What follows belongs to an exercise in optimizing a design on an open flow for small area; a production flow would make more cautious choices. Only simulation tests tie the RTL to the original design; equivalence was not proved. Power is estimated from default activity; no workload was simulated.

==> flow/design.v (excerpt) <==
module ADS8688
(
input wire rst_n,
input CLK_50M,
output clk_100,
output reg CS,
output wire SCLK,
output reg SDI,
input SDO,
output reg RST,
output reg [15:0] rddat7,rddat6,rddat5,rddat0,rddat4,rddat3,outRMS,
input [11:0] dataAddr,
input RDdata
);
Settings: LEC_CHECK=0, CAP_MARGIN=20, CORE_MARGIN=2, CORE_UTILIZATION=78, CTS_BUF_LIST=sky130_fd_sc_hd__clkbuf_16, CTS_CLUSTER_DIAMETER=60, CTS_CLUSTER_SIZE=30, PLACE_DENSITY=0.85, SLEW_MARGIN=20; clock period 10.0 ns.
standard.sh (not shown) runs the stock make flow with config.mk's settings and CLKGATE_MAP_FILE= SYNTH_SCRIPT=/design/flow/synth_recipe.tcl, a recipe that flattens the netlist after the stock synthesis.
==> flow/flow/run.sh <==
#!/bin/bash
# The standard layout (standard.sh), changed in three ways:
#  - synthesis maps the logic with an area-oriented ABC script (flow/area.abc)
#    instead of ORFS's speed script; everything else in synthesis is the standard flow's own
#    synth_recipe.tcl, so the registers are the standard synthesis's;
#  - port buffers are sky130_fd_sc_hd__buf_1 (every port still gets one);
#  - CTS inserts no dummy loads.
# make's output goes to flow.log; ORFS writes each step's log under orfs/logs.
set -euo pipefail
W=$PWD
F=$W/flow
{
  echo "set ::area_abc_script $F/area.abc"
  echo "source $F/abc_proc.tcl"
  cat "$W/synth_recipe.tcl"
} > "$W/area_synth.tcl"
sed -e "s#SYNTH_SCRIPT=[^ ]*#SYNTH_SCRIPT=$W/area_synth.tcl#" "$W/standard.sh" > "$W/area_standard.sh"
grep -q "SYNTH_SCRIPT=$W/area_synth.tcl" "$W/area_standard.sh"
export BUFFER_PORTS_ARGS="-buffer_cell sky130_fd_sc_hd__buf_1"
export CTS_ARGS="-sink_clustering_enable -repair_clock_nets -sink_clustering_size 30 -sink_clustering_max_diameter 60 -buf_list sky130_fd_sc_hd__clkbuf_16 -dont_use_dummy_load"
bash "$W/area_standard.sh" > "$W/flow.log" 2>&1
==> flow/flow/abc_proc.tcl <==
# Point yosys's abc call at the area-oriented script; all other arguments stay.
proc abc {args} {
  set i [lsearch -exact $args -script]
  if {$i >= 0} { lset args [expr {$i + 1}] $::area_abc_script }
  yosys abc {*}$args
}
==> flow/flow/area.abc <==
&get -n
&st
&dch -f
&nf -p -a -R 1000
&put
topo
The baseline passed the timing, design-rule and antenna checks.
==> next run, changes <==
--- a/flow/flow/run.sh
+++ b/flow/flow/run.sh
@@ -19,3 +19,3 @@
 export BUFFER_PORTS_ARGS="-buffer_cell sky130_fd_sc_hd__buf_1"
-export CTS_ARGS="-sink_clustering_enable -repair_clock_nets -sink_clustering_size 30 -sink_clustering_max_diameter 60 -buf_list sky130_fd_sc_hd__clkbuf_16 -dont_use_dummy_load"
+export CTS_ARGS="-sink_clustering_enable -repair_clock_nets -sink_clustering_size 18 -sink_clustering_max_diameter 55 -buf_list sky130_fd_sc_hd__clkbuf_8 -dont_use_dummy_load"
 bash "$W/area_standard.sh" > "$W/flow.log" 2>&1
CTS_BUF_LIST = sky130_fd_sc_hd__clkbuf_8   (was sky130_fd_sc_hd__clkbuf_16)
CTS_CLUSTER_DIAMETER = 55   (was 60)
CTS_CLUSTER_SIZE = 18   (was 30)
Outcome: The changed run produced a clean layout; routed wire length drops by about 11%; hold slack loses 0.018 ns; setup slack gains 0.036 ns; cell area drops by about 1%; register-to-register slack gains 0.04 ns; sequential cell count does not change; global-route usage drops by 3.2 points.
==> next run, changes <==
CORE_UTILIZATION = 82   (was 78)
PLACE_DENSITY = 0.9   (was 0.85)
- final cell count hardly moves
- fmax stays flat
- sequential cell count stays the same
- cell area hardly moves
- non-clock buffer count goes up by 2
- via count goes up by 6.0%
- area after synthesis stays the same
- setup slack degrades by 0.017 ns
- clock power stays flat
==> next run, changes <==
CAP_MARGIN = 5   (was 20)
CORE_UTILIZATION = 78   (was 82)
PLACE_DENSITY = 0.85   (was 0.9)
SLEW_MARGIN = 5   (was 20)
Flip-flop and latch count stays the same.
First-iteration DRC count fell by about a fifth.
Worst hold slack is worse by 0.0032 ns.
Register-to-register slack improves by 0.02 ns.
Global-route usage came out lower by 6.8 points.

* * *

## build 25
Another version of the RTL of ADS8688 (not shown whole).
For scale: about 1700 cells after synthesis, ~760 flip-flops, ~130 I/O pins, about 0.026 mm2 of cells after synthesis.
Design ADS8688, start of the top module:
module ADS8688
(
input wire rst_n,
input CLK_50M,
output clk_100,
output reg CS,
output wire SCLK,
output reg SDI,
input SDO,
output RST,
output reg [15:0] rddat7,rddat6,rddat5,rddat0,rddat4,rddat3,outRMS,
input [11:0] dataAddr,
input RDdata
);
==> flow/config.mk <==
export PLATFORM = sky130hd
export DESIGN_NAME = ADS8688
export DESIGN_NICKNAME = ADS8688
export VERILOG_FILES = /design/flow/design.v
export SDC_FILE = /design/flow/constraint.sdc
export NUM_CORES = 4
export LEC_CHECK = 0
export CAP_MARGIN = 20
export CORE_MARGIN = 2
export CORE_UTILIZATION = 78
export CTS_BUF_LIST = sky130_fd_sc_hd__clkbuf_8
export CTS_CLUSTER_DIAMETER = 55
export CTS_CLUSTER_SIZE = 18
export PLACE_DENSITY = 0.7
export SLEW_MARGIN = 20
==> flow/constraint.sdc <==
create_clock -name core_clock -period 10.0 [get_ports {CLK_50M}]
set_input_delay 2.0000 -clock core_clock [delete_from_list [all_inputs] [get_ports {CLK_50M}]]
set_output_delay 2.0000 -clock core_clock [all_outputs]
set_load 0.01 [all_outputs]
==> flow/flow/run.sh <==
#!/bin/bash
# The standard layout (standard.sh), changed in three ways:
#  - synthesis maps the logic with an area-oriented ABC script (flow/area.abc)
#    instead of ORFS's speed script; everything else in synthesis is the standard flow's own
#    synth_recipe.tcl, so the registers are the standard synthesis's;
#  - port buffers are sky130_fd_sc_hd__buf_1 (every port still gets one);
#  - CTS inserts no dummy loads.
# make's output goes to flow.log; ORFS writes each step's log under orfs/logs.
set -euo pipefail
W=$PWD
F=$W/flow
{
  echo "set ::area_abc_script $F/area.abc"
  echo "source $F/abc_proc.tcl"
  cat "$W/synth_recipe.tcl"
} > "$W/area_synth.tcl"
sed -e "s#SYNTH_SCRIPT=[^ ]*#SYNTH_SCRIPT=$W/area_synth.tcl#" "$W/standard.sh" > "$W/area_standard.sh"
grep -q "SYNTH_SCRIPT=$W/area_synth.tcl" "$W/area_standard.sh"
export BUFFER_PORTS_ARGS="-buffer_cell sky130_fd_sc_hd__buf_1"
export CTS_ARGS="-sink_clustering_enable -repair_clock_nets -sink_clustering_size 18 -sink_clustering_max_diameter 55 -buf_list sky130_fd_sc_hd__clkbuf_8 -dont_use_dummy_load"
bash "$W/area_standard.sh" > "$W/flow.log" 2>&1
==> flow/flow/area.abc <==
strash
dc2
&get -n
&st
&dch -f
&nf -p -a -R 1000
&put
mfs3 -ae
strash
dc2
&get -n
&st
&dch -f
&nf -p -a -R 1000
&put
mfs3 -ae
strash
dc2
&get -n
&st
&dch -f
&nf -p -a -R 1000
&put
mfs3 -ae
topo
Scripts as last shown in full above: flow/flow/abc_proc.tcl
Build 25 | status: complete | timing, DRC, antenna: pass
Here is what was changed in the inputs of build 9 compared with build 25.
- changing PLACE_DENSITY from 0.7 to 0.85
diff --git a/flow/flow/area.abc b/flow/flow/area.abc
--- a/flow/flow/area.abc
+++ b/flow/flow/area.abc
@@ -25 +25,5 @@
 topo
+stime -c
+buffer -c
+upsize -c
+dnsize -c
Results
- Build 9 against build 25: synthesized cell count has increased, net switching power has decreased.
- Final non-filler cell total sits lower in build 9 than in build 25.
- The area growth from synthesis to layout in build 9 was lower than what build 25 gave.
- Diff build 25..build 9 | number of clock-tree buffers in the layout | unchanged
- Between build 9 and build 25, the utilization after layout is lower for build 9.
- Compared to build 25, build 9 has met3 demand-to-capacity share in global routing 0.73 points lower.
- Between build 9 and build 25, it is build 9 whose detailed-route wire length per cell is lower, by about 2.5%.
- Compared build 9 vs build 25, and total wire length is down in build 9.
- Part of the power in registers is lower on build 25
- Fraction of the mapped netlist area in adder cells essentially unchanged between build 25 and build 9.
### build 9 -> build 75
- CTS_BUF_LIST: sky130_fd_sc_hd__clkbuf_8 -> sky130_fd_sc_hd__clkbuf_4
- CTS_CLUSTER_DIAMETER: 55 -> 40
- CTS_CLUSTER_SIZE: 18 -> 10
diff --git a/flow/flow/run.sh b/flow/flow/run.sh
--- a/flow/flow/run.sh
+++ b/flow/flow/run.sh
@@ -19,3 +19,3 @@
 export BUFFER_PORTS_ARGS="-buffer_cell sky130_fd_sc_hd__buf_1"
-export CTS_ARGS="-sink_clustering_enable -repair_clock_nets -sink_clustering_size 18 -sink_clustering_max_diameter 55 -buf_list sky130_fd_sc_hd__clkbuf_8 -dont_use_dummy_load"
+export CTS_ARGS="-sink_clustering_enable -repair_clock_nets -sink_clustering_size 10 -sink_clustering_max_diameter 40 -buf_list sky130_fd_sc_hd__clkbuf_4 -dont_use_dummy_load"
 bash "$W/area_standard.sh" > "$W/flow.log" 2>&1
diff --git a/flow/flow/area.abc b/flow/flow/area.abc
--- a/flow/flow/area.abc
+++ b/flow/flow/area.abc
@@ -25,5 +25 @@
 topo
-stime -c
-buffer -c
-upsize -c
-dnsize -c
==> run notes <==
Each of the runs, namely build 9 and build 75, reached the end of the flow and came out clean. Sort build 9 and build 75 by post-DP HPWL asc -> top: build 9. Relative to build 9, utilization of the core after routing has gone up in build 75. The higher clock skew came out of build 75. Going from build 9 to build 75, register-to-register slack went down by 0.43 ns, post-CTS clock slew at the launch and capture registers of the worst setup and hold paths was more or less identical, final worst-path setup slack went down by 0.43 ns, largest net degree at the start of global routing went up by 114. Taking build 9 as the reference, in build 75 non-clock buffer instance count of the final layout now larger; clock share of power fell 0.3 points.

## re-timing with driven ports
The results above use ideal ports. As a check the final layouts listed here were re-extracted and re-timed, cells and wires unchanged.
Step 1 assumes that a clkbuf_16 drives the clock port and a buf_2 every other input.
Step 2 also shifts input and output timing later by t, the mid clock arrival at the registers, as if the neighbouring blocks saw the same clock.
Slacks: no drivers / after step 1 / after step 2; pairs: no drivers / after step 1.
run | shift t [ns] | slack for setup (ns) | worst data-port slew with drivers (ns)
the first run of note 1 | 0.599 | 1.685 / 1.685 / 1.685 | 0.03
the second run of note 1 | 0.657 | 1.721 / 1.721 / 1.721 | 0.03
the third run of note 1 | 0.670 | 1.704 / 1.704 / 1.704 | 0.05
the fourth run of note 1 | 0.657 | 1.721 / 1.721 / 1.721 | 0.03
build 25 | 0.688 | 2.128 / 2.128 / 2.128 | 0.04
build 9 | 0.673 | 2.387 / 2.387 / 2.387 | 0.10
build 75 | 0.832 | 1.960 / 1.960 / 1.960 | 0.03
After both steps every run listed still meets setup and hold.
